This is an optimization exercise on Yosys and OpenROAD, whose aim is small area, not a production implementation.
At most, simulation tests tie the RTL to the original design; equivalence was not proved.
Function not checked in runs 1, 2 and 4: the RTL went through the layout flow alone.
Power is estimated from default activity; no workload was simulated.

==> design/flow/design.v <==
module baud_gen (
    input  wire        clk,
    input  wire        rst_n,
    input  wire [15:0] i_divisor,
    output wire        rx_tick,
    output reg         tx_tick
);
    reg  [15:0] count;
    reg  [3:0]  tick_cnt;
    wire        reload = &count[15:1];
    assign rx_tick = reload & ~count[0];
    always @(posedge clk or negedge rst_n) begin
        if (!rst_n) begin
            count    <= 16'hffff;
            tick_cnt <= 4'd0;
            tx_tick  <= 1'b0;
        end else begin
            count    <= reload ? ~i_divisor : count + 16'd1;
            if (rx_tick) tick_cnt <= tick_cnt + 4'd1;
            tx_tick  <= rx_tick & (tick_cnt == 4'd15);
        end
    end
endmodule
module fifo (
    input  wire       clk,
    input  wire       rst_n,
    input  wire       i_wr_en,
    input  wire [7:0] i_wr_data,
    input  wire       i_rd_en,
    output wire [7:0] o_rd_data,
    output wire       o_full,
    output wire       o_almost_full,
    output wire       o_empty
);
    reg  [127:0] mem;
    reg  [4:0]   nq;
    wire [4:0]   head = ~nq;
    assign o_empty       = ~nq[4];
    assign o_full        = (nq == 5'd16);
    assign o_almost_full = nq[4] & (nq[3:0] < 4'd3);
    wire do_wr = i_wr_en & ~o_full;
    wire do_rd = i_rd_en & ~o_empty;
    always @(posedge clk)
        if (do_wr) mem <= {mem[119:0], i_wr_data};
    always @(posedge clk or negedge rst_n) begin
        if (!rst_n) nq <= 5'd0;
        else if (do_wr & ~do_rd) nq <= nq - 5'd1;
        else if (do_rd & ~do_wr) nq <= nq + 5'd1;
    end
    assign o_rd_data = mem[head[3:0]*8 +: 8];
endmodule
module uart_tx (
    input  wire       clk,
    input  wire       rst_n,
    input  wire       tx_tick,
    input  wire [1:0] i_num_bit_data,
    input  wire       i_parity_en,
    input  wire       i_parity_type,
    input  wire [7:0] i_data,
    input  wire       i_tx_start,
    output wire       o_tx_done,
    input  wire       i_cts_n,
    output reg        o_tx_serial
);
    reg  [3:0] st;
    reg        parity;
    wire data_bit = i_data[st[2:0]];
    wire last     = st[3] & st[2] & (st[1:0] == i_num_bit_data);
    wire tx_line  = st[3] ? data_bit : (~st[1] | (st[0] & parity));
    assign o_tx_done = tx_tick & ((st == 4'b0011) | (last & ~i_parity_en));
    always @(posedge clk or negedge rst_n) begin
        if (!rst_n) begin
            st          <= 4'b0000;
            o_tx_serial <= 1'b1;
        end else begin
            o_tx_serial <= tx_line;
            if (st == 4'b0000) begin
                if (i_tx_start & ~i_cts_n) st <= 4'b0001;
            end else if (tx_tick) begin
                if (st == 4'b0001)      st <= 4'b0010;
                else if (st == 4'b0010) st <= 4'b1000;
                else if (st == 4'b0011) st <= 4'b0000;
                else if (last)          st <= i_parity_en ? 4'b0011 : 4'b0000;
                else                    st <= st + 4'd1;
            end
        end
    end
    always @(posedge clk) begin
        if (st[3:1] == 3'b000)     parity <= i_parity_type;
        else if (st[3] & tx_tick)  parity <= parity ^ data_bit;
    end
endmodule
module uart_rx (
    input  wire       clk,
    input  wire       rst_n,
    input  wire       rx_tick,
    input  wire [1:0] i_num_bit_data,
    input  wire       i_parity_en,
    input  wire       i_parity_type,
    input  wire       i_rx_serial,
    output reg  [7:0] o_data,
    output reg        o_rx_done,
    output reg        o_parity_err
);
    reg [1:0] sync_reg;
    reg [3:0] st;
    reg [3:0] tick_cnt;
    reg       parity;
    wire      rx   = sync_reg[1];
    wire      mid  = rx_tick & (tick_cnt == 4'd7);
    wire      endb = rx_tick & (tick_cnt == 4'd15);
    wire      last = st[2] & (st[1:0] == i_num_bit_data);
    wire [2:0] top = {1'b1, i_num_bit_data};
    always @(posedge clk or negedge rst_n) begin
        if (!rst_n) begin
            sync_reg     <= 2'b11;
            st           <= 4'b0000;
            o_rx_done    <= 1'b0;
            o_parity_err <= 1'b0;
        end else begin
            sync_reg  <= {sync_reg[0], i_rx_serial};
            o_rx_done <= (st == 4'b0011) & endb;
            if (st == 4'b0000) o_parity_err <= 1'b0;
            else if (st == 4'b0010 && mid) o_parity_err <= rx ^ parity ^ i_parity_type;
            if (st == 4'b0000) begin
                if (!rx) st <= 4'b0001;
            end else if (endb) begin
                if (st == 4'b0001)      st <= 4'b1000;
                else if (st == 4'b0010) st <= 4'b0011;
                else if (st == 4'b0011) st <= 4'b0000;
                else if (last)          st <= i_parity_en ? 4'b0010 : 4'b0011;
                else                    st <= st + 4'd1;
            end
        end
    end
    wire [8:0] ext = {1'b0, o_data};
    integer i;
    always @(posedge clk) begin
        if (st == 4'b0000) begin
            tick_cnt <= 4'd0;
            parity   <= 1'b0;
        end else if (rx_tick) begin
            tick_cnt <= tick_cnt + 4'd1;
        end
        if (st[3] && mid) begin
            parity <= parity ^ rx;
            for (i = 0; i < 8; i = i + 1)
                if (i == top)      o_data[i] <= rx;
                else if (i > top)  o_data[i] <= 1'b0;
                else               o_data[i] <= ext[i + 1];
        end
    end
endmodule
module uart_core (
    input  wire        clk,
    input  wire        rst_n,
    input  wire [15:0] i_divisor,
    input  wire [1:0]  i_num_bit_data,
    input  wire        i_parity_en,
    input  wire        i_parity_type,
    input  wire [7:0]  i_cpu_txd,
    input  wire        i_tx_wr,
    output wire        o_tx_full,
    output wire [7:0]  o_cpu_rxd,
    input  wire        i_rx_rd,
    output wire        o_rx_empty,
    output wire        o_parity_err,
    output wire        o_pedev_txd,
    input  wire        i_pedev_rxd,
    input  wire        i_cts_n,
    output wire        o_rts_n
);
    wire       tx_tick, rx_tick;
    wire [7:0] tx_fifo_out;
    wire       tx_fifo_empty;
    wire       tx_done_tick;
    wire [7:0] rx_data_out;
    wire       rx_done_tick;
    baud_gen u_baud_gen (
        .clk(clk), .rst_n(rst_n), .i_divisor(i_divisor),
        .rx_tick(rx_tick), .tx_tick(tx_tick)
    );
    fifo u_tx_fifo (
        .clk(clk), .rst_n(rst_n),
        .i_wr_en(i_tx_wr), .i_wr_data(i_cpu_txd),
        .i_rd_en(tx_done_tick), .o_rd_data(tx_fifo_out),
        .o_full(o_tx_full), .o_almost_full(), .o_empty(tx_fifo_empty)
    );
    uart_tx u_uart_tx (
        .clk(clk), .rst_n(rst_n), .tx_tick(tx_tick),
        .i_num_bit_data(i_num_bit_data), .i_parity_en(i_parity_en),
        .i_parity_type(i_parity_type),
        .i_data(tx_fifo_out), .i_tx_start(!tx_fifo_empty), .o_tx_done(tx_done_tick),
        .i_cts_n(i_cts_n), .o_tx_serial(o_pedev_txd)
    );
    uart_rx u_uart_rx (
        .clk(clk), .rst_n(rst_n), .rx_tick(rx_tick),
        .i_num_bit_data(i_num_bit_data), .i_parity_en(i_parity_en),
        .i_parity_type(i_parity_type), .i_rx_serial(i_pedev_rxd),
        .o_data(rx_data_out), .o_rx_done(rx_done_tick), .o_parity_err(o_parity_err)
    );
    fifo u_rx_fifo (
        .clk(clk), .rst_n(rst_n),
        .i_wr_en(rx_done_tick), .i_wr_data(rx_data_out),
        .i_rd_en(i_rx_rd), .o_rd_data(o_cpu_rxd),
        .o_full(), .o_almost_full(o_rts_n), .o_empty(o_rx_empty)
    );
endmodule
==> design/flow/run.sh <==
#!/bin/bash
# synth_recipe.tcl (not shown) runs the flow's synth.tcl, then flattens the netlist and writes it again
# the make line also repeats each setting of config.mk as NAME=value (left out here)
make -C /OpenROAD-flow-scripts/flow DESIGN_CONFIG=/design/flow/config.mk WORK_HOME=/design/flow/orfs CLKGATE_MAP_FILE= SYNTH_SCRIPT=/design/flow/synth_recipe.tcl finish
==> design/flow/config.mk <==
export PLATFORM = sky130hd
export DESIGN_NAME = uart_core
export DESIGN_NICKNAME = uart_core
export VERILOG_FILES = /design/flow/design.v
export SDC_FILE = /design/flow/constraint.sdc
export NUM_CORES = 4
export LEC_CHECK = 0
export CAP_MARGIN = 20
export CORE_MARGIN = 2
export CORE_UTILIZATION = 40
export CTS_BUF_LIST = sky130_fd_sc_hd__clkbuf_4
export SLEW_MARGIN = 20
==> design/flow/constraint.sdc <==
create_clock -name core_clock -period 20.0 [get_ports {clk}]
set_input_delay 4.0000 -clock core_clock [delete_from_list [all_inputs] [get_ports {clk}]]
set_output_delay 4.0000 -clock core_clock [all_outputs]
set_load 0.01 [all_outputs]
==> impl_metrics.py, run 1 <==
metrics = {
    "status": {
        "status": "finished clean",
    },
    "grt": {
        "grt-ovfl-total": 0,
        "track_usage_pct": 13.6,
        "grt_start_max_net_pins": 94,
        "antenna_found_initial": 1,
        "grt_first_pass_wirelength_um": 36300,
        "grt_pass1_vias": 7099,
    },
    "critical_path": {
        "worst-path-buf-inv": 2,
        "critPathMostFrequentCell": "mux4_2",
        "cp_slowest_stage_delay_ps": 770,
        "r2r_start": "u_tx_fifo.nq[3]",
        "crit_arrival_ps": 3280,
        "path_class": "register to output pin",
        "crit_start": "u_rx_fifo.nq[1]",
        "endpoint_kind": "output pin",
        "cp_top_family": "buffers and inverters",
        "crit_path_start_kind": "register",
        "cp_max_fo": 23,
        "cp.required_ps": 16000,
        "crit_chain": "buf_4 -> mux4_2 -> mux4_2 -> clkdlybuf4s50_1",
        "critPathSlowestCell": "dfrtp_1",
    },
    "cts": {
        "ctsHoldBuffers": 0,
        "path_clk_slew_ps": 70,
        "cts_buffers": 83,
        "ctsRootBufferMaster": "clkbuf_4",
        "postCtsSetupBuffers": 0,
        "cts_tree": "yes",
        "clockBufferDepth": 3,
        "postCtsResizedCells": 0,
        "htreeDepth": 3,
        "cts_sinks": 314,
        "insertion_delay_ps": 700,
    },
    "logic_synthesis": {
        "yosysSeqAreaShare_pct": 70.8,
        "yosys.area.top_type": "edfxtp_1",
        "ys_ff_latch": 314,
        "synth_edf_count": 266,
        "synth_area_leaders": "edfxtp_1, mux4_2, dfrtp_1",
        "ys_async_sr_fraction_pct": 14.0,
        "avgSynthCellArea_sq_um": 17.7,
        "syn_inst": 733,
        "synth_top_cell_area_share_pct": 61.5,
        "yosysUniqueCellTypes": 56,
        "syn_area_sq_um": 13000,
        "syn-num-nets": 788,
        "yosys_warnings": 4,
        "synth_flop_cell": "edfxtp_1",
    },
    "detailed_routing": {
        "wire_per_inst_um": 16.8,
        "vias": 6739,
        "drtPass1Iterations": 6,
        "drcViolationCount": 0,
        "ant_nets": 0,
        "drtIter0Drc": 424,
        "vias_per_cell": 5.08,
        "wirelength_um": 22300,
    },
    "placed_design": {
        "gp_congestion": 0.783,
        "dp.cells": 1191,
        "io_buffers": 46,
        "hpwl_um": 13100,
    },
    "timing": {
        "timing.setup.tns_ps": 0,
        "clock.fmax_ghz": 0.137,
        "worstMarginPinSlew_ps": 893,
        "hold_slack_ps": 369,
        "layout_min_cycle_time_ps": 7280,
        "rsz0062_at_grt": "false",
        "fin_crit_sh_pct": 36.4,
        "slew_headroom_pct": 40.5,
        "setup_viol": 0,
        "clock_skew_ps": 43.9,
        "slew_viol_final": 0,
        "hold_violations": 0,
    },
    "final_layout": {
        "nets": 896,
        "nFillCells": 2723,
        "area_growth_pct": 14.6,
        "drive_gt1_share_pct": 24.6,
        "reg_top3": "u_rx_fifo.mem: 128 flops, u_tx_fifo.mem: 128 flops, u_baud_gen.count: 16 flops",
        "layoutNonFillerInstCount": 1326,
    },
    "die": {
        "die_x_um": 184,
        "die_area_sq_um": 33900,
        "die_h_um": 184,
        "start_util_pct": 40.9,
        "io_pins": 47,
        "num_rows": 65,
        "core_sq_um": 31800,
    },
    "hold_path": {
        "hold_start": "u_uart_rx.sync_reg[0]",
        "worst_hold_path_type": "register to register",
    },
    "pwr": {
        "power.leakage_nw": 5.20,
        "ir_drop_v": 0.0000592,
        "power_density_nw_per_um2": 124,
        "fin_total_pwr_mw": 1.84,
    },
    "flow_run": {
        "cap_violations": 0,
    },
}
-- placed cells by master (no fill, tap or decap), types with 3 or more instances in the layout --
cell type,instances
a21oi_1,33
o21a_1,3
clkinv_1,14
nor3_1,7
and2_1,3
ha_1,19
nand3_1,13
a21o_1,6
nor2_1,44
and4_1,3
clkbuf_4,116
o21ai_0,14
dfstp_2,19
nor4_1,5
buf_4,8
o22ai_1,3
xor2_1,13
inv_1,19
dfxtp_1,4
nor2b_1,5
nand2_1,36
a22oi_1,5
clkdlybuf4s50_1,45
mux2_2,7
a22o_1,3
mux2i_1,17
edfxtp_1,266
and3_1,3
dfrtp_1,23
xnor2_1,23
mux4_2,56
mux4_1,11
nand4_1,5
nand2b_1,4
-- layer usage --
layer	global-route usage [%]	part of all wire (%)	vias up
met4	6.50	1.8	0
met2	20.0	46	135
met1	19.0	47	3417
li1	-	-	3154
met3	3.71	5.0	33
met5	0	0	-
-- path summary, 6_finish.rpt --
check                                   endpoint  slack, ps  depth (start not counted)
setup / recovery                    o_cpu_rxd[5]      12720                          4
hold / removal             u_uart_rx.sync_reg[1]        370                          0
setup reg to reg                 u_tx_fifo.nq[4]      16420                         11
hold reg to reg            u_uart_rx.sync_reg[1]        370                          0
max in group asynchronous        u_tx_fifo.nq[0]      16160                          2
min in group asynchronous        u_rx_fifo.nq[3]       3380                          2
-- report_power, final --
group / switching, mW / internal, mW / total, mW / leakage (nW)
registers: 0.0624 / 0.802 / 0.864 / 3.02
clock network: 0.247 / 0.277 / 0.524 / 0.582
logic: 0.207 / 0.246 / 0.453 / 1.60
-- cell usage after synthesis (all sizes together), types with 4 or more instances --
| cell type | count |
|---|---|
| dfxtp | 4 |
| mux4 | 67 |
| nand2b | 4 |
| nor4 | 5 |
| nand2 | 36 |
| dfstp | 19 |
| clkbuf | 18 |
| nor3 | 8 |
| xnor2 | 23 |
| nor2 | 44 |
| edfxtp | 266 |
| nand4 | 5 |
| nand3 | 14 |
| buf | 14 |
| mux2i | 17 |
| ha | 19 |
| xor2 | 13 |
| a21oi | 33 |
| dfrtp | 25 |
| nor2b | 6 |
| a22oi | 5 |
| o21ai | 14 |
| inv | 19 |
| a21o | 6 |
| mux2 | 7 |
-- logic make-up (layout without fill, tap and decap cells) --
| kind of cell | Yosys count | in the layout | share of synthesized area [%] |
|---|---|---|---|
| buf+inv | 51 | 208 | 1.76 |
| xor+xnor | 36 | 36 | 2.43 |
| fa+ha+maj | 21 | 21 | 2.14 |
| flops | 314 | 314 | 70.8 |
| mux | 91 | 91 | 13.8 |
| other cells | 0 | 1 | 0 |
| compound gates | 83 | 83 | 4.02 |
| simple gates | 137 | 137 | 5.06 |
-- area by class of cell --
class | count | area, sq um | area share (%)
clock inverters | 18 | 96.3 | 0.647
clock buffers | 116 | 871 | 5.85
diodes | 1 | 2.50 | 0.0168
well taps | 435 | 544 | 3.66
inverters | 19 | 71.3 | 0.479
multi-input cells | 368 | 3580 | 24.0
repair buffers | 55 | 527 | 3.54
flip-flops and latches | 314 | 9200 | 61.8
-- per-stage QoR --
stage               instance area [sq um]  util, %  worst slack [ps]
floorplan                           13000        -              8410
global route                        14900     46.8             12570
finish                              14900     46.8             12720
detailed placement                  13900     43.8             13050
CTS                                 14900     46.8             12610
global placement                    13900     43.8             13120
==> inputs of run 2 (changes only) <==
--- a/design/flow/config.mk
+++ b/design/flow/config.mk
@@ -8,5 +8,6 @@
 export CAP_MARGIN = 20
 export CORE_MARGIN = 2
 export CORE_UTILIZATION = 40
-export CTS_BUF_LIST = sky130_fd_sc_hd__clkbuf_4
+export CTS_BUF_LIST = sky130_fd_sc_hd__clkbuf_8
+export CTS_CLUSTER_SIZE = 30
 export SLEW_MARGIN = 20
==> impl_metrics.py, run 2 <==
metrics = {
    "status": {
        "status": "finished clean",
    },
    "timing": {
        "slew_viol_final": 0,
        "fin_crit_sh_pct": 35.7,
        "rsz0062_at_grt": "false",
        "setup_viol": 0,
        "clock_skew_ps": 27.1,
        "layout_min_cycle_time_ps": 7150,
        "slew_headroom_pct": 39.4,
        "hold_violations": 0,
        "worstMarginPinSlew_ps": 908,
        "timing.setup.tns_ps": 0,
        "clock.fmax_ghz": 0.140,
    },
    "grt": {
        "grt-ovfl-total": 0,
        "grt_pass1_vias": 6848,
        "track_usage_pct": 13.5,
        "grt_start_max_net_pins": 94,
        "grt_first_pass_wirelength_um": 36100,
        "antenna_found_initial": 0,
    },
    "logic_synthesis": {
        "ys_async_sr_fraction_pct": 14.0,
        "synth_edf_count": 266,
        "yosysMostFrequentCell": "edfxtp_1",
        "syn_inst": 733,
        "yosysUniqueCellTypes": 56,
        "yosys_warnings": 4,
        "synth_area_leaders": "edfxtp_1, mux4_2, dfrtp_1",
        "avgSynthCellArea_sq_um": 17.7,
        "yosysSeqAreaShare_pct": 70.8,
        "yosys.area.top_type": "edfxtp_1",
        "synth_flop_cell": "edfxtp_1",
        "synth_commonest_cells": "edfxtp_1, mux4_2, nor2_1",
        "ys_ff_latch": 314,
        "syn-num-nets": 788,
        "syn_area_sq_um": 13000,
        "synth_top_cell_area_share_pct": 61.5,
    },
    "placed_design": {
        "io_buffers": 46,
        "gp_congestion": 0.783,
        "hpwl_um": 13100,
        "place_area_sq_um": 13900,
    },
    "final_layout": {
        "nets": 863,
        "ff_latch_area_sq_um": 9200,
        "drive_gt1_share_pct": 18.8,
        "final_common_cell": "edfxtp_1",
        "reg_top3": "u_rx_fifo.mem: 128 flops, u_tx_fifo.mem: 128 flops, u_baud_gen.count: 16 flops",
        "multiInputGateArea_sq_um": 3580,
        "fin_area_sq_um": 14800,
        "area_growth_pct": 14.1,
        "nFillCells": 2713,
        "n_antenna_cell": 0,
        "final_cell_mix": "edfxtp_1, mux4_2, clkbuf_8",
    },
    "detailed_routing": {
        "vias_per_cell": 5.10,
        "vias": 6546,
        "drcViolationCount": 0,
        "wire_per_inst_um": 17.2,
        "wirelength_um": 22100,
        "ant_nets": 0,
        "drtIter0Drc": 465,
        "drtPass1Iterations": 4,
    },
    "cts": {
        "cts_buffers": 50,
        "ctsHoldBuffers": 0,
        "cts_tree": "yes",
        "postCtsResizedCells": 0,
        "htreeDepth": 2,
        "path_clk_slew_ps": 60,
        "insertion_delay_ps": 590,
        "ctsRootBufferMaster": "clkbuf_8",
        "clockBufferDepth": 3,
        "postCtsSetupBuffers": 0,
        "cts_sinks": 314,
    },
    "die": {
        "die_x_um": 184,
        "core_sq_um": 31800,
        "io_pins": 47,
        "start_util_pct": 40.9,
        "die_h_um": 184,
        "num_rows": 65,
        "die_area_sq_um": 33900,
    },
    "pwr": {
        "power_density_nw_per_um2": 122,
        "power.leakage_nw": 5.16,
        "ir_drop_v": 0.0000571,
        "fin_total_pwr_mw": 1.81,
    },
    "critical_path": {
        "path_class": "register to output pin",
        "crit_path_start_kind": "register",
        "cp_max_fo": 23,
        "endpoint_kind": "output pin",
        "crit_arrival_ps": 3150,
        "cp.required_ps": 16000,
    },
    "flow_run": {
        "cap_violations": 0,
    },
    "hold_path": {
        "worst_hold_path_type": "register to register",
    },
}
## run 2: cell counts after synthesis
No cell type changed its count.
## run 2: layout make-up
class	instances	area share (%)
clock buffers	54	5.01
multi-input cells	368	24.1
repair buffers	55	3.55
inverters	19	0.481
well taps	435	3.67
flip-flops and latches	314	62.0
clock inverters	39	1.11
## run 2: routing by layer
metal  GRT usage, %  vias up  part of all wire, %  wire length (um)
li1               -     3055                    -                 -
met1           19.2     3341                   48             10600
met4           5.02        0                  2.0               435
met3           3.32       37                  4.5               992
met2           20.0      113                   45             10000
met5              0        -                    0                 0
## run 2: cell families after synthesis
family | Yosys count | synth area share, %
flip-flops | 314 | 70.8
AND/OR/NAND/NOR | 137 | 5.06
multiplexers | 91 | 13.8
AO/OA/AOI/OAI | 83 | 4.02
buffers and inverters | 51 | 1.76
XOR/XNOR | 36 | 2.43
adder cells (fa/ha/maj) | 21 | 2.14
## run 2: metrics by stage
stage | hold slack, ps | utilization, % | instances | setup slack, ps
3_5_place_dp | 347 | 43.8 | 1191 | 13050
6_report | 360 | 46.6 | 1284 | 12850
5_1_grt | 362 | 46.6 | 1284 | 12710
4_1_cts | 359 | 46.6 | 1284 | 12750
3_3_place_gp | 346 | 43.8 | 1191 | 13120
2_1_floorplan | 345 | - | 733 | 8410
## run 2: worst max-delay path: stages, from the launching register on
cell,delay (ps)
dfrtp_1,760
buf_4,440
mux4_2,370
mux4_2,500
clkdlybuf4s50_1,500
## run 2: where the power goes
| part | total, mW | switching [mW] | internal (mW) |
|---|---|---|---|
| logic | 0.452 | 0.206 | 0.246 |
| clock network | 0.496 | 0.247 | 0.249 |
| registers | 0.865 | 0.0623 | 0.802 |
## run 2: final timing paths
kind	slack (ps)	endpoint	cells after the start	start
worst max-delay path	12850	o_cpu_rxd[5]	4	u_rx_fifo.nq[1]
worst min-delay path	360	u_uart_rx.sync_reg[1]	0	u_uart_rx.sync_reg[0]
worst max register to register	16450	u_rx_fifo.nq[4]	11	u_rx_fifo.nq[1]
worst min register to register	360	u_uart_rx.sync_reg[1]	0	u_uart_rx.sync_reg[0]
max in group asynchronous	16030	u_tx_fifo.nq[0]	2	rst_n
min in group asynchronous	3510	u_rx_fifo.nq[3]	2	rst_n
==> inputs of run 3 (changes only) <==
--- a/design/flow/design.v
+++ b/design/flow/design.v
@@ -2,20 +2,22 @@
     input  wire        clk,
     input  wire        rst_n,
     input  wire [15:0] i_divisor,
-    output wire        rx_tick,
+    output reg         rx_tick,
     output reg         tx_tick
 );
     reg  [15:0] count;
     reg  [3:0]  tick_cnt;
-    wire        reload = &count[15:1];
-    assign rx_tick = reload & ~count[0];
+    wire [15:0] count_inc = count + 16'd1;
+    wire        wrap = (count_inc == i_divisor);
     always @(posedge clk or negedge rst_n) begin
         if (!rst_n) begin
-            count    <= 16'hffff;
+            count    <= 16'd0;
+            rx_tick  <= 1'b0;
             tick_cnt <= 4'd0;
             tx_tick  <= 1'b0;
         end else begin
-            count    <= reload ? ~i_divisor : count + 16'd1;
+            count    <= wrap ? 16'd0 : count_inc;
+            rx_tick  <= wrap;
             if (rx_tick) tick_cnt <= tick_cnt + 4'd1;
             tx_tick  <= rx_tick & (tick_cnt == 4'd15);
         end
--- a/design/flow/config.mk
+++ b/design/flow/config.mk
@@ -8,6 +8,4 @@
 export CAP_MARGIN = 20
 export CORE_MARGIN = 2
 export CORE_UTILIZATION = 40
-export CTS_BUF_LIST = sky130_fd_sc_hd__clkbuf_8
-export CTS_CLUSTER_SIZE = 30
 export SLEW_MARGIN = 20
==> impl_metrics.py, run 3 <==
metrics = {
    "detailed_routing": {
        "wirelength_um": 22500,
        "vias_per_cell": 5.24,
        "vias": 6823,
        "drtIter0Drc": 522,
        "wire_per_inst_um": 17.3,
        "ant_nets": 0,
        "drcViolationCount": 0,
        "drtPass1Iterations": 6,
    },
    "cts": {
        "path_clk_slew_ps": 60,
        "postCtsSetupBuffers": 0,
        "ctsRootBufferMaster": "clkbuf_16",
        "htreeDepth": 2,
        "ctsHoldBuffers": 0,
        "cts_buffers": 34,
        "insertion_delay_ps": 510,
        "cts_sinks": 315,
        "cts_tree": "yes",
        "clockBufferDepth": 3,
        "postCtsResizedCells": 0,
    },
    "final_layout": {
        "final_common_cell": "edfxtp_1",
        "nets": 882,
        "final_cell_mix": "edfxtp_1, mux4_2, clkdlybuf4s50_1",
        "reg_top3": "u_rx_fifo.mem: 128 flops, u_tx_fifo.mem: 128 flops, u_baud_gen.count: 16 flops",
        "area_growth_pct": 14.1,
        "drive_gt1_share_pct": 16.7,
    },
    "critical_path": {
        "worst-path-buf-inv": 2,
        "path_class": "register to output pin",
        "critPathSlowestCell": "mux4_2",
        "r2r_start": "u_tx_fifo.nq[3]",
        "endpoint_kind": "output pin",
        "reg2reg_slack_ps": 16320,
        "cp_slowest_stage_delay_ps": 590,
        "crit_start": "u_rx_fifo.nq[0]",
        "critPathMostFrequentCell": "mux4_2",
        "worst-path-stages": 4,
        "crit_path_start_kind": "register",
        "timing.rr.end": "u_tx_fifo.nq[4]",
        "ff2ff_path_depth": 13,
        "cp-endpoint": "o_cpu_rxd[3]",
        "cp_max_fo": 29,
        "crit_arrival_ps": 3150,
        "cp.required_ps": 16000,
        "cp_top_family": "buffers and inverters",
        "crit_chain": "buf_4 -> mux4_2 -> mux4_2 -> clkdlybuf4s50_1",
    },
    "status": {
        "status": "finished clean",
    },
    "die": {
        "core_sq_um": 33400,
        "io_pins": 47,
        "die_x_um": 188,
        "start_util_pct": 40.5,
        "die_area_sq_um": 35300,
        "die_h_um": 188,
        "num_rows": 67,
    },
    "flow_run": {
        "cap_violations": 0,
    },
    "timing": {
        "hold_violations": 0,
        "fin_crit_sh_pct": 35.7,
        "clock.fmax_ghz": 0.140,
        "setup_viol": 0,
        "clock_skew_ps": 22.3,
        "worstMarginPinSlew_ps": 991,
        "slew_viol_final": 0,
        "layout_min_cycle_time_ps": 7150,
        "rsz0062_at_grt": "false",
        "timing.setup.tns_ps": 0,
        "slew_headroom_pct": 33.9,
    },
    "logic_synthesis": {
        "syn_area_sq_um": 13500,
        "ys_async_sr_fraction_pct": 14.3,
        "yosys_warnings": 4,
        "yosysMostFrequentCell": "edfxtp_1",
        "ys_ff_latch": 315,
        "yosysSeqAreaShare_pct": 67.9,
        "avgSynthCellArea_sq_um": 17.5,
        "syn_inst": 774,
        "yosys.area.top_type": "edfxtp_1",
        "yosysUniqueCellTypes": 74,
        "synth_edf_count": 266,
        "synth_flop_cell": "edfxtp_1",
        "syn-num-nets": 829,
        "synth_top_cell_area_share_pct": 59.0,
        "synth_area_leaders": "edfxtp_1, mux4_2, dfrtp_1",
        "synth_commonest_cells": "edfxtp_1, mux4_2, dfrtp_1",
    },
    "grt": {
        "grt_start_max_net_pins": 85,
        "grt-ovfl-total": 0,
        "grt_pass1_vias": 6918,
        "track_usage_pct": 13.0,
        "antenna_found_initial": 1,
        "grt_first_pass_wirelength_um": 37200,
    },
    "pwr": {
        "power_density_nw_per_um2": 121,
        "ir_drop_v": 0.0000724,
        "fin_total_pwr_mw": 1.88,
        "power.leakage_nw": 5.40,
    },
    "placed_design": {
        "io_buffers": 46,
        "gp_congestion": 0.791,
        "hpwl_um": 13800,
    },
    "hold_path": {
        "worst_hold_path_type": "register to register",
    },
}
run 3: cell families (layout without fill, tap and decap cells):
logic type | Yosys count | in the layout | synth area share [%]
other | 0 | 2 | 0
AO/OA/AOI/OAI | 97 | 97 | 4.78
AND/OR/NAND/NOR | 141 | 141 | 5.86
adder cells (fa/ha/maj) | 21 | 21 | 2.05
multiplexers | 92 | 92 | 13.2
buffers and inverters | 57 | 134 | 2.22
XOR/XNOR | 51 | 51 | 3.96
flip-flops | 315 | 315 | 67.9
run 3: metal layers:
metal / GRT usage, % / share of wire, %
met2: 19.6 / 45
met1: 19.1 / 49
met3: 2.51 / 4.0
met5: 0 / 0.071
met4: 4.06 / 2.0
run 3: cell type report:
class	instances	area (sq um)
inverters	19	71.3
well taps	448	561
diodes	2	5.00
repair buffers	55	536
clock inverters	15	98.8
flip-flops and latches	315	9200
multi-input cells	402	4060
fillers	2840	18000
clock buffers	45	923
run 3: power by group:
| part | switching (mW) | internal (mW) | leakage, nW | total (mW) |
|---|---|---|---|---|
| sequential | 0.0486 | 0.786 | 3.07 | 0.835 |
| combinational | 0.212 | 0.251 | 1.83 | 0.463 |
| clock | 0.240 | 0.338 | 0.501 | 0.578 |
run 3: metrics by stage:
stage / util (%) / cell area, sq um / setup slack, ps / hold slack (ps) / cells
after floorplan: - / 13500 / 8390 / 345 / 774
after global placement: 43.1 / 14400 / 13090 / 359 / 1238
after detailed placement: 43.1 / 14400 / 13030 / 355 / 1239
after CTS: 46.2 / 15400 / 12770 / 362 / 1299
after global routing: 46.2 / 15500 / 12660 / 365 / 1299
final: 46.2 / 15500 / 12850 / 363 / 1301
run 3: worst min-delay path by stage:
stage                                from                    end  cells after the start
floorplan           u_uart_rx.sync_reg[0]  u_uart_rx.sync_reg[1]                      0
global placement    u_uart_rx.sync_reg[0]  u_uart_rx.sync_reg[1]                      0
detailed placement  u_uart_rx.sync_reg[0]  u_uart_rx.sync_reg[1]                      0
CTS                 u_uart_rx.sync_reg[0]  u_uart_rx.sync_reg[1]                      0
global route        u_uart_rx.sync_reg[0]  u_uart_rx.sync_reg[1]                      0
finish              u_uart_rx.sync_reg[0]  u_uart_rx.sync_reg[1]                      0
==> inputs of run 4 (changes only) <==
--- a/design/flow/design.v
+++ b/design/flow/design.v
@@ -2,22 +2,20 @@
     input  wire        clk,
     input  wire        rst_n,
     input  wire [15:0] i_divisor,
-    output reg         rx_tick,
+    output wire        rx_tick,
     output reg         tx_tick
 );
     reg  [15:0] count;
     reg  [3:0]  tick_cnt;
-    wire [15:0] count_inc = count + 16'd1;
-    wire        wrap = (count_inc == i_divisor);
+    wire        reload = ~|count[15:1];
+    assign rx_tick = reload & count[0];
     always @(posedge clk or negedge rst_n) begin
         if (!rst_n) begin
             count    <= 16'd0;
-            rx_tick  <= 1'b0;
             tick_cnt <= 4'd0;
             tx_tick  <= 1'b0;
         end else begin
-            count    <= wrap ? 16'd0 : count_inc;
-            rx_tick  <= wrap;
+            count    <= reload ? i_divisor : count - 16'd1;
             if (rx_tick) tick_cnt <= tick_cnt + 4'd1;
             tx_tick  <= rx_tick & (tick_cnt == 4'd15);
         end
==> design/flow/flow/run.sh (new file) <==
#!/bin/bash
# Standard layout with smaller port buffers and a clock tree without dummy loads.
set -euo pipefail
export BUFFER_PORTS_ARGS="-buffer_cell sky130_fd_sc_hd__buf_1"
export CTS_ARGS="-sink_clustering_enable -repair_clock_nets -dont_use_dummy_load -buf_list {sky130_fd_sc_hd__clkbuf_4 sky130_fd_sc_hd__clkbuf_8} -sink_clustering_size 20 -sink_clustering_max_diameter 80"
bash standard.sh > standard.log 2>&1
==> design/flow/standard.sh (new file) <==
#!/bin/bash
# synth_recipe.tcl (not shown) runs the flow's synth.tcl, then flattens the netlist and writes it again
# the make line also repeats each setting of config.mk as NAME=value (left out here)
make -C /OpenROAD-flow-scripts/flow DESIGN_CONFIG=/design/flow/config.mk WORK_HOME=/design/flow/orfs CLKGATE_MAP_FILE= SYNTH_SCRIPT=/design/flow/synth_recipe.tcl "${@:-finish}"
removed: design/flow/run.sh
==> impl_metrics.py, run 4 <==
metrics = {
    "status": {
        "status": "finished clean",
    },
    "logic_synthesis": {
        "yosysUniqueCellTypes": 63,
        "post_synth_mux_area_share_pct": 13.5,
        "avgSynthCellArea_sq_um": 17.8,
        "synth_top_family_by_area": "multiplexers",
        "ys_async_sr_fraction_pct": 14.0,
        "synth_commonest_cells": "edfxtp_1, mux4_2, nand2_1",
        "syn_area_sq_um": 13000,
        "synth_top_cell_area_share_pct": 61.4,
        "synth_flop_cell": "edfxtp_1",
        "yosysMostFrequentCell": "edfxtp_1",
        "synth_fa_ha_area_share_pct": 2.14,
        "synth_edf_count": 266,
        "yosys.area.top_type": "edfxtp_1",
        "synth_simple_gate_area_share_pct": 4.87,
        "synth_area_leaders": "edfxtp_1, mux4_2, dfrtp_1",
        "syn_inst": 729,
        "synthXorXnorAreaFrac_pct": 2.36,
        "synth_compound_area_share_pct": 4.60,
        "yosys_warnings": 4,
        "yosysSeqAreaShare_pct": 70.5,
        "syn-num-nets": 784,
        "ys_ff_latch": 314,
    },
    "detailed_routing": {
        "drtPass1Iterations": 4,
        "drcViolationCount": 0,
        "wire_per_inst_um": 17.7,
        "wirelength_um": 21400,
        "ant_nets": 0,
        "vias_per_cell": 5.19,
        "vias": 6299,
        "drtIter0Drc": 395,
    },
    "die": {
        "num_rows": 66,
        "die_h_um": 184,
        "die_area_sq_um": 34000,
        "io_pins": 47,
        "start_util_pct": 40.3,
        "die_x_um": 184,
        "core_sq_um": 32300,
    },
    "pwr": {
        "power_density_nw_per_um2": 108,
        "intPower_mw": 1.08,
        "power_switching_share_pct": 28.4,
        "seqPwrFrac_pct": 54.9,
        "p_switching_mw": 0.427,
        "combPwrFrac_pct": 26.8,
        "power_frac_clock_pct": 18.3,
        "power.leakage_nw": 4.58,
        "fin_total_pwr_mw": 1.50,
        "ir_drop_v": 0.0000491,
    },
    "final_layout": {
        "final_cell_mix": "edfxtp_1, mux4_2, nand2_1",
        "reg_top3": "u_rx_fifo.mem: 128 flops, u_tx_fifo.mem: 128 flops, u_baud_gen.count: 16 flops",
        "n_antenna_cell": 0,
        "area_growth_pct": 7.02,
        "final_common_cell": "edfxtp_1",
        "final_core_util_pct": 43.1,
        "nets": 828,
        "nFillCells": 2851,
        "drive_gt1_share_pct": 15.0,
    },
    "timing": {
        "slew_headroom_pct": 42.6,
        "fin_crit_sh_pct": 34.2,
        "clock.fmax_ghz": 0.146,
        "setup_viol": 0,
        "clock_skew_ps": 55.3,
        "slew_viol_final": 0,
        "layout_min_cycle_time_ps": 6830,
        "hold_violations": 0,
        "worstMarginPinSlew_ps": 862,
        "rsz0062_at_grt": "false",
        "timing.setup.tns_ps": 0,
    },
    "grt": {
        "grt_use_met2_pct": 19.9,
        "antenna_found_initial": 0,
        "track_usage_pct": 12.9,
        "grt_first_pass_wirelength_um": 35000,
        "met1_usage_pct": 19.1,
        "grt_pass1_vias": 6552,
        "grt_start_max_net_pins": 73,
        "grt_use_met3_pct": 2.04,
        "top_usage_layer": "met2",
        "grt-ovfl-total": 0,
    },
    "placed_design": {
        "io_buffers": 46,
        "hpwl_um": 13100,
        "gp_congestion": 0.780,
    },
    "cts": {
        "postCtsResizedCells": 0,
        "path_clk_slew_ps": 120,
        "ctsRootBufferMaster": "clkbuf_8",
        "htreeDepth": 1,
        "clockBufferDepth": 3,
        "cts_buffers": 20,
        "insertion_delay_ps": 560,
        "cts_sinks": 314,
        "cts_tree": "yes",
        "ctsHoldBuffers": 0,
        "postCtsSetupBuffers": 0,
    },
    "critical_path": {
        "crit_path_start_kind": "register",
        "cp.required_ps": 16000,
        "path_class": "register to output pin",
        "cp_max_fo": 28,
        "crit_arrival_ps": 2830,
        "endpoint_kind": "output pin",
    },
    "flow_run": {
        "cap_violations": 0,
    },
    "hold_path": {
        "worst_hold_path_type": "register to register",
    },
}
-- run 4: cell types whose count changed after synthesis, moves of 9 or more --
| cell | before | now |
|---|---|---|
| xnor2_1 | 28 | 19 |
| o21ai_0 | 21 | 34 |
| nand2_1 | 34 | 49 |
| a31oi_1 | 19 | 4 |
| mux2i_1 | 23 | 9 |
| mux4_2 | 59 | 68 |
-- run 4: final cells by class --
class / count / area, sq um / share of cell area [%]
Inverter: 21 / 78.8 / 0.566
Sequential cell: 314 / 9180 / 65.9
Clock buffer: 20 / 275 / 1.98
Tap cell: 442 / 553 / 3.97
Timing Repair Buffer: 57 / 256 / 1.84
Multi-Input combinational cell: 359 / 3580 / 25.7
-- run 4: power by group through the flow --
stage	registers (mW)	logic [mW]	clock network [mW]
2_1_floorplan	0.817	0.349	0
3_3_place_gp	0.840	0.407	0
3_5_place_dp	0.842	0.411	0
4_1_cts	0.828	0.412	0.293
5_1_grt	0.836	0.443	0.312
6_report	0.826	0.403	0.275
-- run 4: worst paths after layout --
path                                       startpoint                endpoint  slack, ps  cells after the start
worst max-delay path                  u_rx_fifo.nq[0]            o_cpu_rxd[1]      13170                      4
worst max register to register        u_tx_fifo.nq[0]         u_tx_fifo.nq[4]      16320                     14
worst min-delay path            u_uart_rx.sync_reg[0]   u_uart_rx.sync_reg[1]        360                      0
min in group asynchronous                       rst_n  u_uart_rx.o_parity_err       3530                      2
max in group asynchronous                       rst_n         u_tx_fifo.nq[0]      16010                      2
worst min register to register  u_uart_rx.sync_reg[0]   u_uart_rx.sync_reg[1]        360                      0
-- run 4: kinds of logic (layout without fill, tap and decap cells) --
group,count (synthesis),after routing
mux,84,84
fa+ha+maj,21,21
flops,314,314
simple gates,127,127
xor+xnor,35,35
compound gates,92,92
buf+inv,56,98
-- run 4: layer usage --
metal / share of wire [%] / wire [um]
met4: 2.0 / 433
met3: 3.6 / 779
met5: 0 / 0
met1: 49 / 10600
met2: 45 / 9610
-- run 4: worst max-delay path: stages, from the launching register on --
cell	delay [ps]
dfrtp_2	540
buf_4	530
mux4_2	570
mux4_2	510
buf_1	150
-- run 4: per-stage QoR --
| stage | cell area [sq um] | hold WS [ps] | setup WS [ps] | cells |
|---|---|---|---|---|
| after floorplan | 13000 | 345 | 8400 | 729 |
| final | 13900 | 361 | 13170 | 1213 |
| after CTS | 13900 | 362 | 13050 | 1213 |
| after global routing | 13900 | 373 | 12960 | 1213 |
| after detailed placement | 13600 | 347 | 13500 | 1193 |
| after global placement | 13600 | 347 | 13550 | 1193 |
==> inputs of run 5 (changes only) <==
--- a/design/flow/design.v
+++ b/design/flow/design.v
@@ -27,6 +27,8 @@
     input  wire       i_wr_en,
     input  wire [7:0] i_wr_data,
     input  wire       i_rd_en,
+    input  wire [2:0] i_bit_sel,
+    output wire       o_rd_bit,
     output wire [7:0] o_rd_data,
     output wire       o_full,
     output wire       o_almost_full,
@@ -48,6 +50,7 @@
         else if (do_rd & ~do_wr) nq <= nq + 5'd1;
     end
     assign o_rd_data = mem[head[3:0]*8 +: 8];
+    assign o_rd_bit  = mem[{head[3:0], i_bit_sel}];
 endmodule
 module uart_tx (
     input  wire       clk,
@@ -56,7 +59,8 @@
     input  wire [1:0] i_num_bit_data,
     input  wire       i_parity_en,
     input  wire       i_parity_type,
-    input  wire [7:0] i_data,
+    input  wire       i_data_bit,
+    output wire [2:0] o_bit_sel,
     input  wire       i_tx_start,
     output wire       o_tx_done,
     input  wire       i_cts_n,
@@ -64,7 +68,8 @@
 );
     reg  [3:0] st;
     reg        parity;
-    wire data_bit = i_data[st[2:0]];
+    assign o_bit_sel = st[2:0];
+    wire data_bit = i_data_bit;
     wire last     = st[3] & st[2] & (st[1:0] == i_num_bit_data);
     wire tx_line  = st[3] ? data_bit : (~st[1] | (st[0] & parity));
     assign o_tx_done = tx_tick & ((st == 4'b0011) | (last & ~i_parity_en));
@@ -171,7 +176,8 @@
     output wire        o_rts_n
 );
     wire       tx_tick, rx_tick;
-    wire [7:0] tx_fifo_out;
+    wire       tx_bit;
+    wire [2:0] tx_bit_sel;
     wire       tx_fifo_empty;
     wire       tx_done_tick;
     wire [7:0] rx_data_out;
@@ -183,14 +189,14 @@
     fifo u_tx_fifo (
         .clk(clk), .rst_n(rst_n),
         .i_wr_en(i_tx_wr), .i_wr_data(i_cpu_txd),
-        .i_rd_en(tx_done_tick), .o_rd_data(tx_fifo_out),
+        .i_rd_en(tx_done_tick), .o_rd_data(), .i_bit_sel(tx_bit_sel), .o_rd_bit(tx_bit),
         .o_full(o_tx_full), .o_almost_full(), .o_empty(tx_fifo_empty)
     );
     uart_tx u_uart_tx (
         .clk(clk), .rst_n(rst_n), .tx_tick(tx_tick),
         .i_num_bit_data(i_num_bit_data), .i_parity_en(i_parity_en),
         .i_parity_type(i_parity_type),
-        .i_data(tx_fifo_out), .i_tx_start(!tx_fifo_empty), .o_tx_done(tx_done_tick),
+        .i_data_bit(tx_bit), .o_bit_sel(tx_bit_sel), .i_tx_start(!tx_fifo_empty), .o_tx_done(tx_done_tick),
         .i_cts_n(i_cts_n), .o_tx_serial(o_pedev_txd)
     );
     uart_rx u_uart_rx (
@@ -202,7 +208,7 @@
     fifo u_rx_fifo (
         .clk(clk), .rst_n(rst_n),
         .i_wr_en(rx_done_tick), .i_wr_data(rx_data_out),
-        .i_rd_en(i_rx_rd), .o_rd_data(o_cpu_rxd),
+        .i_rd_en(i_rx_rd), .o_rd_data(o_cpu_rxd), .i_bit_sel(3'd0), .o_rd_bit(),
         .o_full(), .o_almost_full(o_rts_n), .o_empty(o_rx_empty)
     );
 endmodule
==> design/flow/flow/run.sh (replaced) <==
#!/bin/bash
# Standard layout with smaller port buffers and a clock tree without dummy loads.
set -euo pipefail
export BUFFER_PORTS_ARGS="-buffer_cell sky130_fd_sc_hd__buf_1"
export CTS_ARGS="-sink_clustering_enable -repair_clock_nets -dont_use_dummy_load -buf_list {sky130_fd_sc_hd__clkbuf_16} -sink_clustering_size 30 -sink_clustering_max_diameter 80"
bash standard.sh > standard.log 2>&1
==> impl_metrics.py, run 5 <==
metrics = {
    "status": {
        "status": "finished clean",
    },
    "final_layout": {
        "area_growth_pct": 7.31,
        "n_antenna_cell": 0,
        "final_cell_mix": "edfxtp_1, mux4_2, buf_1",
        "final_common_cell": "edfxtp_1",
        "reg_top3": "u_rx_fifo.mem: 128 flops, u_tx_fifo.mem: 128 flops, u_baud_gen.count: 16 flops",
        "nets": 820,
        "drive_gt1_share_pct": 11.7,
    },
    "critical_path": {
        "path_class": "register to output pin",
        "endpoint_kind": "output pin",
        "cp.required_ps": 16000,
        "cp_top_family": "multiplexers",
        "crit_path_start_kind": "register",
        "cp_slowest_stage_delay_ps": 580,
        "critPathMostFrequentCell": "mux4_2",
        "worst-path-buf-inv": 2,
        "crit_chain": "buf_4 -> mux4_2 -> mux4_2 -> buf_1",
        "critPathSlowestCell": "dfrtp_2",
        "cp_max_fo": 26,
        "crit_arrival_ps": 2880,
    },
    "timing": {
        "hold_violations": 0,
        "setup_viol": 0,
        "slew_headroom_pct": 34.7,
        "layout_min_cycle_time_ps": 6880,
        "worstMarginPinSlew_ps": 980,
        "slew_viol_final": 0,
        "clock.fmax_ghz": 0.145,
        "fin_crit_sh_pct": 34.4,
        "clock_skew_ps": 67.7,
        "timing.setup.tns_ps": 0,
        "rsz0062_at_grt": "false",
    },
    "grt": {
        "grt_start_max_net_pins": 79,
        "antenna_found_initial": 0,
        "grt_pass1_vias": 6343,
        "grt-ovfl-total": 0,
        "track_usage_pct": 12.5,
        "grt_first_pass_wirelength_um": 33700,
    },
    "die": {
        "num_rows": 65,
        "die_h_um": 184,
        "die_x_um": 184,
        "io_pins": 47,
        "die_area_sq_um": 33900,
        "core_sq_um": 31700,
        "start_util_pct": 40.9,
    },
    "detailed_routing": {
        "wirelength_um": 20700,
        "vias": 6248,
        "wire_per_inst_um": 17.8,
        "ant_nets": 0,
        "drcViolationCount": 0,
        "drtIter0Drc": 463,
        "drtPass1Iterations": 4,
        "vias_per_cell": 5.36,
    },
    "cts": {
        "cts_buffers": 16,
        "postCtsResizedCells": 0,
        "insertion_delay_ps": 520,
        "path_clk_slew_ps": 110,
        "ctsRootBufferMaster": "clkbuf_16",
        "ctsHoldBuffers": 0,
        "cts_sinks": 314,
        "htreeDepth": 1,
        "cts_tree": "yes",
        "clockBufferDepth": 3,
        "postCtsSetupBuffers": 0,
    },
    "logic_synthesis": {
        "synth_top_cell_area_share_pct": 61.6,
        "syn_area_sq_um": 13000,
        "ys_async_sr_fraction_pct": 14.0,
        "synth_area_leaders": "edfxtp_1, mux4_2, dfrtp_1",
        "synth_commonest_cells": "edfxtp_1, mux4_2, dfrtp_1",
        "yosysMostFrequentCell": "edfxtp_1",
        "syn_inst": 725,
        "yosys_warnings": 4,
        "avgSynthCellArea_sq_um": 17.9,
        "yosys.area.top_type": "edfxtp_1",
        "synth_edf_count": 266,
        "ys_ff_latch": 314,
        "yosysSeqAreaShare_pct": 70.8,
        "syn-num-nets": 780,
        "yosysUniqueCellTypes": 54,
        "synth_flop_cell": "edfxtp_1",
    },
    "placed_design": {
        "gp_congestion": 0.748,
        "io_buffers": 46,
        "hpwl_um": 12800,
    },
    "pwr": {
        "power_density_nw_per_um2": 108,
        "ir_drop_v": 0.0000629,
        "power.leakage_nw": 4.75,
        "combPwrFrac_pct": 20.9,
        "power_frac_clock_pct": 22.2,
        "p_switching_mw": 0.406,
        "power_switching_share_pct": 27.0,
        "seqPwrFrac_pct": 56.9,
        "fin_total_pwr_mw": 1.50,
        "intPower_mw": 1.10,
    },
    "flow_run": {
        "cap_violations": 0,
    },
    "hold_path": {
        "worst_hold_path_type": "register to register",
    },
}
run 5: changes by cell type in the layout (fill, tap and decap cells not counted), sizes merged, moves of 5 or more:
cell	delta
o21ai	-15
nand2	-15
mux4	-6
nor2	+11
xnor2	+5
xor2	-6
a21oi	+17
o221ai	+5
mux2i	+7
run 5: cells by family (layout without fill, tap and decap cells):
| logic type | count (synthesis) | count (layout) | share of synthesized area, % |
|---|---|---|---|
| xor gates and xnor gates | 34 | 34 | 2.30 |
| adders and majority gates | 21 | 21 | 2.14 |
| buffers and inverters | 55 | 93 | 2.25 |
| muxes | 85 | 85 | 13.4 |
| and+or+nand+nor | 121 | 121 | 4.50 |
| AOI/OAI and AO/OA | 95 | 95 | 4.65 |
| DFF | 314 | 314 | 70.8 |
run 5: through the flow:
step                      instance area [sq um]  util (%)  hold slack [ps]  std cells  worst slack (ps)
after floorplan                           13000         -              345        725              8410
after detailed placement                  13500      42.6              349       1149             13570
after global placement                    13500      42.6              348       1149             13630
after CTS                                 13900      43.9              382       1165             13040
after global routing                      13900      43.9              389       1165             12940
final                                     13900      43.9              375       1165             13120
run 5: per-layer routing:
| layer | up-vias | wire length, um | GRT usage, % |
|---|---|---|---|
| li1 | 2931 | - | - |
| met1 | 3186 | 9910 | 18.1 |
| met2 | 102 | 9600 | 19.9 |
| met3 | 29 | 778 | 1.98 |
| met4 | 0 | 439 | 3.14 |
| met5 | - | 0 | 0 |
run 5: worst paths after layout:
kind / cells after the start / slack (ps) / start / to
min reg2reg: 0 / 370 / u_uart_rx.sync_reg[0] / u_uart_rx.sync_reg[1]
min in group asynchronous: 2 / 3550 / rst_n / u_baud_gen.count[8]
max reg2reg: 14 / 16610 / u_tx_fifo.nq[2] / u_tx_fifo.nq[4]
max: 4 / 13120 / u_rx_fifo.nq[0] / o_cpu_rxd[2]
max in group asynchronous: 2 / 15980 / rst_n / u_baud_gen.tick_cnt[0]
min: 0 / 370 / u_uart_rx.sync_reg[0] / u_uart_rx.sync_reg[1]
run 5: cell type report:
class	count	area, sq um
inverter	22	82.6
clock buffer	16	400
timing repair buffer	55	241
multi-input combinational	356	3510
tap	402	503
sequential	314	9180
fill	2794	17800
run 5: power groups by stage:
stage          Sequential (mW)  Clock [mW]  Combinational (mW)
2_1_floorplan            0.842           0               0.262
3_3_place_gp             0.868           0               0.312
3_5_place_dp             0.872           0               0.318
4_1_cts                  0.857       0.350               0.319
5_1_grt                  0.868       0.369               0.345
6_report                 0.856       0.334               0.314
==> inputs of run 6 (changes only) <==
==> design/flow/flow/run.sh (replaced) <==
#!/bin/bash
# Standard layout with smaller port buffers and a clock tree without dummy loads.
set -euo pipefail
export BUFFER_PORTS_ARGS="-buffer_cell sky130_fd_sc_hd__buf_1"
export CTS_ARGS="-sink_clustering_enable -repair_clock_nets -dont_use_dummy_load -buf_list {sky130_fd_sc_hd__clkbuf_8} -sink_clustering_size 16 -sink_clustering_max_diameter 60"
bash standard.sh > standard.log 2>&1
==> impl_metrics.py, run 6 <==
metrics = {
    "grt": {
        "grt_start_max_net_pins": 79,
        "antenna_found_initial": 0,
        "grt-ovfl-total": 0,
        "track_usage_pct": 12.7,
        "grt_first_pass_wirelength_um": 34300,
        "grt_pass1_vias": 6403,
    },
    "cts": {
        "ctsRootBufferMaster": "clkbuf_8",
        "insertion_delay_ps": 590,
        "postCtsResizedCells": 0,
        "clockBufferDepth": 3,
        "cts_tree": "yes",
        "cts_sinks": 314,
        "cts_buffers": 29,
        "postCtsSetupBuffers": 0,
        "htreeDepth": 1,
        "path_clk_slew_ps": 100,
        "ctsHoldBuffers": 0,
    },
    "die": {
        "die_h_um": 184,
        "io_pins": 47,
        "num_rows": 65,
        "start_util_pct": 40.9,
        "die_area_sq_um": 33900,
        "core_sq_um": 31700,
        "die_x_um": 184,
    },
    "hold_path": {
        "worst_hold_path_type": "register to register",
        "whs_path_depth": 0,
        "hold_start": "u_uart_rx.sync_reg[0]",
        "whs_endpoint": "u_uart_rx.sync_reg[1]",
    },
    "detailed_routing": {
        "drtIter0Drc": 483,
        "ant_nets": 0,
        "wire_per_inst_um": 17.8,
        "vias": 6271,
        "vias_per_cell": 5.32,
        "wirelength_um": 21000,
        "drtPass1Iterations": 4,
        "drcViolationCount": 0,
    },
    "logic_synthesis": {
        "synth_area_leaders": "edfxtp_1, mux4_2, dfrtp_1",
        "synth_commonest_cells": "edfxtp_1, mux4_2, dfrtp_1",
        "syn_inst": 725,
        "ys_async_sr_fraction_pct": 14.0,
        "ys_ff_latch": 314,
        "synth_top_cell_area_share_pct": 61.6,
        "yosys.area.top_type": "edfxtp_1",
        "avgSynthCellArea_sq_um": 17.9,
        "syn_area_sq_um": 13000,
        "yosysMostFrequentCell": "edfxtp_1",
        "synth_edf_count": 266,
        "yosysSeqAreaShare_pct": 70.8,
        "yosys_warnings": 4,
        "yosysUniqueCellTypes": 54,
        "synth_flop_cell": "edfxtp_1",
        "syn-num-nets": 780,
    },
    "timing": {
        "rsz0062_at_grt": "false",
        "clock.fmax_ghz": 0.144,
        "setup_viol": 0,
        "fin_crit_sh_pct": 34.8,
        "slew_headroom_pct": 35.3,
        "slew_viol_final": 0,
        "hold_slack_ps": 361,
        "hold_violations": 0,
        "worst_slack_ps": 13050,
        "worstMarginPinSlew_ps": 971,
        "layout_min_cycle_time_ps": 6950,
        "timing.setup.tns_ps": 0,
        "clock_skew_ps": 78.0,
    },
    "final_layout": {
        "area_growth_pct": 7.30,
        "nFillCells": 2799,
        "final_common_cell": "edfxtp_1",
        "drive_gt1_share_pct": 13.1,
        "final_core_util_pct": 43.9,
        "n_antenna_cell": 0,
        "nets": 833,
        "final_cell_mix": "edfxtp_1, mux4_2, buf_1",
        "ff_latch_area_sq_um": 9180,
        "multiInputGateArea_sq_um": 3510,
        "reg_top3": "u_rx_fifo.mem: 128 flops, u_tx_fifo.mem: 128 flops, u_baud_gen.count: 16 flops",
    },
    "critical_path": {
        "cp_max_fo": 26,
        "ff2ff_path_depth": 14,
        "endpoint_kind": "output pin",
        "cp.required_ps": 16000,
        "reg2reg_slack_ps": 16620,
        "timing.rr.end": "u_tx_fifo.nq[4]",
        "crit_arrival_ps": 2950,
        "r2r_start": "u_tx_fifo.nq[2]",
        "path_class": "register to output pin",
        "crit_path_start_kind": "register",
    },
    "pwr": {
        "p_switching_mw": 0.410,
        "power_switching_share_pct": 27.5,
        "seqPwrFrac_pct": 57.4,
        "power.leakage_nw": 4.76,
        "ir_drop_v": 0.0000438,
        "combPwrFrac_pct": 21.0,
        "power_density_nw_per_um2": 107,
        "power_frac_clock_pct": 21.6,
        "intPower_mw": 1.08,
    },
    "placed_design": {
        "io_buffers": 46,
        "dp_slack_ps": 13570,
        "hpwl_um": 12800,
        "gp_congestion": 0.748,
    },
    "status": {
        "status": "finished clean",
    },
    "flow_run": {
        "cap_violations": 0,
    },
}
## run 6: changes by cell type in the layout (fill, tap and decap cells not counted), sizes merged
cell    before  now
clkbuf      17   30
## run 6: layout make-up
type / count / share of cell area [%]
inverters: 22 / 0.594
repair buffers: 55 / 1.74
multi-input cells: 356 / 25.2
flip-flops and latches: 314 / 66.0
clock buffers: 29 / 2.87
well taps: 402 / 3.62
## run 6: how the worst max path moves through the flow
| stage | start | to | slack (ps) | cells past startpoint |
|---|---|---|---|---|
| 2_1_floorplan | i_tx_wr | u_tx_fifo.nq[4] | 8410 | 10 |
| 3_3_place_gp | i_num_bit_data[0] | u_tx_fifo.nq[4] | 13630 | 12 |
| 3_5_place_dp | i_num_bit_data[0] | u_tx_fifo.nq[4] | 13570 | 12 |
| 4_1_cts | u_rx_fifo.nq[0] | o_cpu_rxd[2] | 12940 | 4 |
| 5_1_grt | u_rx_fifo.nq[0] | o_cpu_rxd[2] | 12840 | 4 |
| 6_report | u_rx_fifo.nq[0] | o_cpu_rxd[2] | 13050 | 4 |
## run 6: cells by family (layout without fill, tap and decap cells)
family	Yosys count	count (layout)	share of synthesized area, %
AO/OA/AOI/OAI	95	95	4.65
XOR/XNOR	34	34	2.30
adder cells (fa/ha/maj)	21	21	2.14
buffers and inverters	55	106	2.25
flip-flops	314	314	70.8
multiplexers	85	85	13.4
AND/OR/NAND/NOR	121	121	4.50
## run 6: worst max-delay path: stages, from the launching register on
cell	delay, ps
dfrtp_2	580
buf_4	510
mux4_2	570
mux4_2	530
buf_1	150
## run 6: through the flow
stage	cell area (sq um)	total power, mW	std cells
2_1_floorplan	13000	1.10	725
4_1_cts	13900	1.52	1178
3_3_place_gp	13500	1.18	1149
6_report	13900	1.49	1178
3_5_place_dp	13500	1.19	1149
5_1_grt	13900	1.58	1178
## run 6: routing by layer
layer	routed length (um)	vias to the layer above	global-route usage, %
met1	9830	3160	18.5
met5	0	-	0
met2	9630	122	19.8
li1	-	2947	-
met3	977	42	2.20
met4	518	0	3.58
## run 6: power by group through the flow
stage	Combinational, mW	Clock (mW)	Sequential, mW
5_1_grt	0.345	0.365	0.868
2_1_floorplan	0.262	0	0.842
6_report	0.314	0.323	0.856
4_1_cts	0.318	0.340	0.857
3_3_place_gp	0.312	0	0.868
3_5_place_dp	0.318	0	0.872
==> inputs of run 7 (changes only) <==
--- a/design/flow/design.v
+++ b/design/flow/design.v
@@ -105,7 +105,7 @@
     input  wire       i_rx_serial,
     output reg  [7:0] o_data,
     output reg        o_rx_done,
-    output reg        o_parity_err
+    output wire       o_parity_err
 );
     reg [1:0] sync_reg;
     reg [3:0] st;
@@ -116,17 +116,16 @@
     wire      endb = rx_tick & (tick_cnt == 4'd15);
     wire      last = st[2] & (st[1:0] == i_num_bit_data);
     wire [2:0] top = {1'b1, i_num_bit_data};
+    assign o_parity_err = i_parity_en & (parity ^ i_parity_type) &
+                          ((st == 4'b0010 && tick_cnt[3]) || st == 4'b0011 || o_rx_done);
     always @(posedge clk or negedge rst_n) begin
         if (!rst_n) begin
             sync_reg     <= 2'b11;
             st           <= 4'b0000;
             o_rx_done    <= 1'b0;
-            o_parity_err <= 1'b0;
         end else begin
             sync_reg  <= {sync_reg[0], i_rx_serial};
             o_rx_done <= (st == 4'b0011) & endb;
-            if (st == 4'b0000) o_parity_err <= 1'b0;
-            else if (st == 4'b0010 && mid) o_parity_err <= rx ^ parity ^ i_parity_type;
             if (st == 4'b0000) begin
                 if (!rx) st <= 4'b0001;
             end else if (endb) begin
@@ -147,8 +146,9 @@
         end else if (rx_tick) begin
             tick_cnt <= tick_cnt + 4'd1;
         end
+        if ((st[3] || st == 4'b0010) && mid)
+            parity <= parity ^ rx;
         if (st[3] && mid) begin
-            parity <= parity ^ rx;
             for (i = 0; i < 8; i = i + 1)
                 if (i == top)      o_data[i] <= rx;
                 else if (i > top)  o_data[i] <= 1'b0;
--- a/design/flow/config.mk
+++ b/design/flow/config.mk
@@ -7,5 +7,5 @@
 export LEC_CHECK = 0
 export CAP_MARGIN = 20
 export CORE_MARGIN = 2
-export CORE_UTILIZATION = 40
+export CORE_UTILIZATION = 65
 export SLEW_MARGIN = 20
==> impl_metrics.py, run 7 <==
metrics = {
    "logic_synthesis": {
        "yosys.area.top_type": "edfxtp_1",
        "syn_area_sq_um": 12900,
        "yosys_warnings": 4,
        "ys_async_sr_fraction_pct": 13.7,
        "syn-num-nets": 777,
        "synth_flop_cell": "edfxtp_1",
        "avgSynthCellArea_sq_um": 17.9,
        "synth_edf_count": 266,
        "synth_top_cell_area_share_pct": 61.9,
        "yosysUniqueCellTypes": 60,
        "yosysSeqAreaShare_pct": 70.9,
        "syn_inst": 722,
        "synth_commonest_cells": "edfxtp_1, mux4_2, nor2_1",
        "synth_area_leaders": "edfxtp_1, mux4_2, dfrtp_1",
        "yosysMostFrequentCell": "edfxtp_1",
        "ys_ff_latch": 313,
    },
    "detailed_routing": {
        "drtPass1Iterations": 4,
        "wire_per_inst_um": 19.9,
        "ant_nets": 0,
        "wirelength_um": 20600,
        "drtIter0Drc": 460,
        "drcViolationCount": 0,
        "vias_per_cell": 6.16,
        "vias": 6379,
    },
    "grt": {
        "grt_start_max_net_pins": 92,
        "grt_pass1_vias": 6497,
        "grt-ovfl-total": 0,
        "track_usage_pct": 20.3,
        "grt_first_pass_wirelength_um": 33200,
        "antenna_found_initial": 0,
    },
    "final_layout": {
        "area_growth_pct": 6.05,
        "final_common_cell": "edfxtp_1",
        "final_cell_mix": "edfxtp_1, mux4_2, buf_1",
        "multiInputGateArea_sq_um": 3540,
        "fin_area_sq_um": 13700,
        "reg_top3": "u_rx_fifo.mem: 128 flops, u_tx_fifo.mem: 128 flops, u_baud_gen.count: 16 flops",
        "n_antenna_cell": 0,
        "ff_latch_area_sq_um": 9150,
        "nFillCells": 1282,
        "nets": 828,
        "drive_gt1_share_pct": 16.7,
    },
    "critical_path": {
        "crit_chain": "buf_1 -> xor2_1 -> nand2_1 -> nor2_1 -> buf_1",
        "worst-path-stages": 5,
        "ff2ff_path_depth": 13,
        "cp.required_ps": 16000,
        "crit_start": "i_parity_type",
        "cp_slowest_stage_delay_ps": 170,
        "timing.rr.end": "u_tx_fifo.nq[4]",
        "r2r_start": "u_tx_fifo.nq[0]",
        "crit_arrival_ps": 4650,
        "reg2reg_slack_ps": 16440,
        "critPathSlowestCell": "buf_1",
        "cp_max_fo": 2,
        "cp_top_family": "buffers and inverters",
        "cp-endpoint": "o_parity_err",
        "path_class": "input port to output pin",
        "endpoint_kind": "output pin",
        "worst-path-buf-inv": 2,
        "crit_path_start_kind": "input port",
        "critPathMostFrequentCell": "buf_1",
    },
    "timing": {
        "worstMarginPinSlew_ps": 936,
        "slew_viol_final": 0,
        "fin_crit_sh_pct": 43.2,
        "timing.setup.tns_ps": 0,
        "rsz0062_at_grt": "false",
        "setup_viol": 0,
        "hold_slack_ps": 358,
        "slew_headroom_pct": 37.6,
        "clock.fmax_ghz": 0.116,
        "clock_skew_ps": 34.1,
        "layout_min_cycle_time_ps": 8650,
        "hold_violations": 0,
    },
    "cts": {
        "insertion_delay_ps": 540,
        "postCtsResizedCells": 0,
        "path_clk_slew_ps": 60,
        "clockBufferDepth": 3,
        "cts_sinks": 313,
        "cts_tree": "yes",
        "postCtsSetupBuffers": 0,
        "ctsHoldBuffers": 0,
        "htreeDepth": 1,
        "cts_buffers": 24,
        "ctsRootBufferMaster": "clkbuf_8",
    },
    "die": {
        "die_area_sq_um": 21000,
        "die_x_um": 145,
        "start_util_pct": 66.3,
        "die_h_um": 145,
        "core_sq_um": 19500,
        "num_rows": 51,
        "io_pins": 47,
    },
    "pwr": {
        "ir_drop_v": 0.0000620,
        "power.leakage_nw": 4.63,
        "power_density_nw_per_um2": 106,
    },
    "placed_design": {
        "gp_congestion": 0.875,
        "place_area_sq_um": 13300,
        "hpwl_um": 13300,
        "io_buffers": 46,
    },
    "hold_path": {
        "worst_hold_path_type": "register to register",
    },
    "status": {
        "status": "finished clean",
    },
    "flow_run": {
        "cap_violations": 0,
    },
}
## run 7: worst min-delay path by stage
stage	start	end	slack, ps	depth (start not counted)
after floorplan	u_uart_rx.sync_reg[0]	u_uart_rx.sync_reg[1]	350	0
after global placement	u_uart_rx.sync_reg[0]	u_uart_rx.sync_reg[1]	350	0
after detailed placement	u_uart_rx.sync_reg[0]	u_uart_rx.sync_reg[1]	350	0
after CTS	u_uart_rx.sync_reg[0]	u_uart_rx.sync_reg[1]	360	0
after global routing	u_uart_rx.sync_reg[0]	u_uart_rx.sync_reg[1]	360	0
final	u_uart_rx.sync_reg[0]	u_uart_rx.sync_reg[1]	360	0
## run 7: area by class of cell
cell class | instances | share of cell area [%]
sequential | 313 | 66.9
multi-input combinational | 358 | 25.9
timing repair buffer | 56 | 1.85
inverter | 20 | 0.549
clock buffer | 24 | 2.42
tap | 265 | 2.42
## run 7: kinds of logic after synthesis
| logic type | synth area share, % |
|---|---|
| mux | 13.5 |
| compound gates | 3.92 |
| fa+ha+maj | 2.15 |
| simple gates | 5.41 |
| buf+inv | 1.71 |
| xor+xnor | 2.38 |
| flops | 70.9 |
## run 7: per-layer routing
layer	vias to the layer above	global-route usage, %	share of wire, %
met4	0	5.42	2.5
li1	2918	-	-
met3	34	3.03	4.2
met5	-	0	0
met2	157	32.5	48
met1	3270	30.2	45
## run 7: power by group
group          total [mW]  switching, mW  internal (mW)
sequential          0.862         0.0722          0.790
clock               0.288          0.180          0.108
combinational       0.302          0.142          0.160
## run 7: stage by stage
step | total power [mW] | worst slack (ps) | util [%] | std cells
6_report | 1.45 | 11350 | 70.3 | 1036
5_1_grt | 1.53 | 11290 | 70.3 | 1036
4_1_cts | 1.47 | 11360 | 70.3 | 1036
3_5_place_dp | 1.18 | 11360 | 68.6 | 1012
3_3_place_gp | 1.17 | 11380 | 68.6 | 1012
2_1_floorplan | 1.10 | 8390 | - | 722

==> static timing again, ports no longer ideal <==
No port has a modelled driver above. Below, the same layouts with a new extraction and two added sets of constraints.
Step 1 assumes that a clkbuf_16 drives the clock port and a buf_2 every other input.
Step 2 also shifts input and output timing later by t, the mid clock arrival at the registers, as if the neighbouring blocks saw the same clock.
Slacks: ideal / step 1 / step 2; pairs: ideal / step 1.
| run | t, ns | slack for setup (ns) | worst setup path after step 2 | cell pins on the clock port's net |
|---|---|---|---|---|
| run 1 | 0.726 | 12.718 / 12.674 / 13.020 | input to register | 1 |
| run 2 | 0.619 | 12.854 / 12.806 / 12.995 | input to register | 1 |
| run 3 | 0.549 | 12.854 / 12.798 / 13.052 | input to register | 1 |
| run 4 | 0.579 | 13.166 / 13.121 / 13.568 | input to register | 1 |
| run 5 | 0.530 | 13.117 / 13.069 / 13.587 | input to register | 1 |
| run 6 | 0.590 | 13.050 / 13.008 / 13.571 | input to register | 1 |
| run 7 | 0.563 | 11.354 / 11.332 / 11.332 | input to output | 1 |
After both steps setup and hold are still met in every run listed. The setup slack of run 7, which loses most, moves by -0.022 ns with the drivers and by -0.022 ns with both steps.
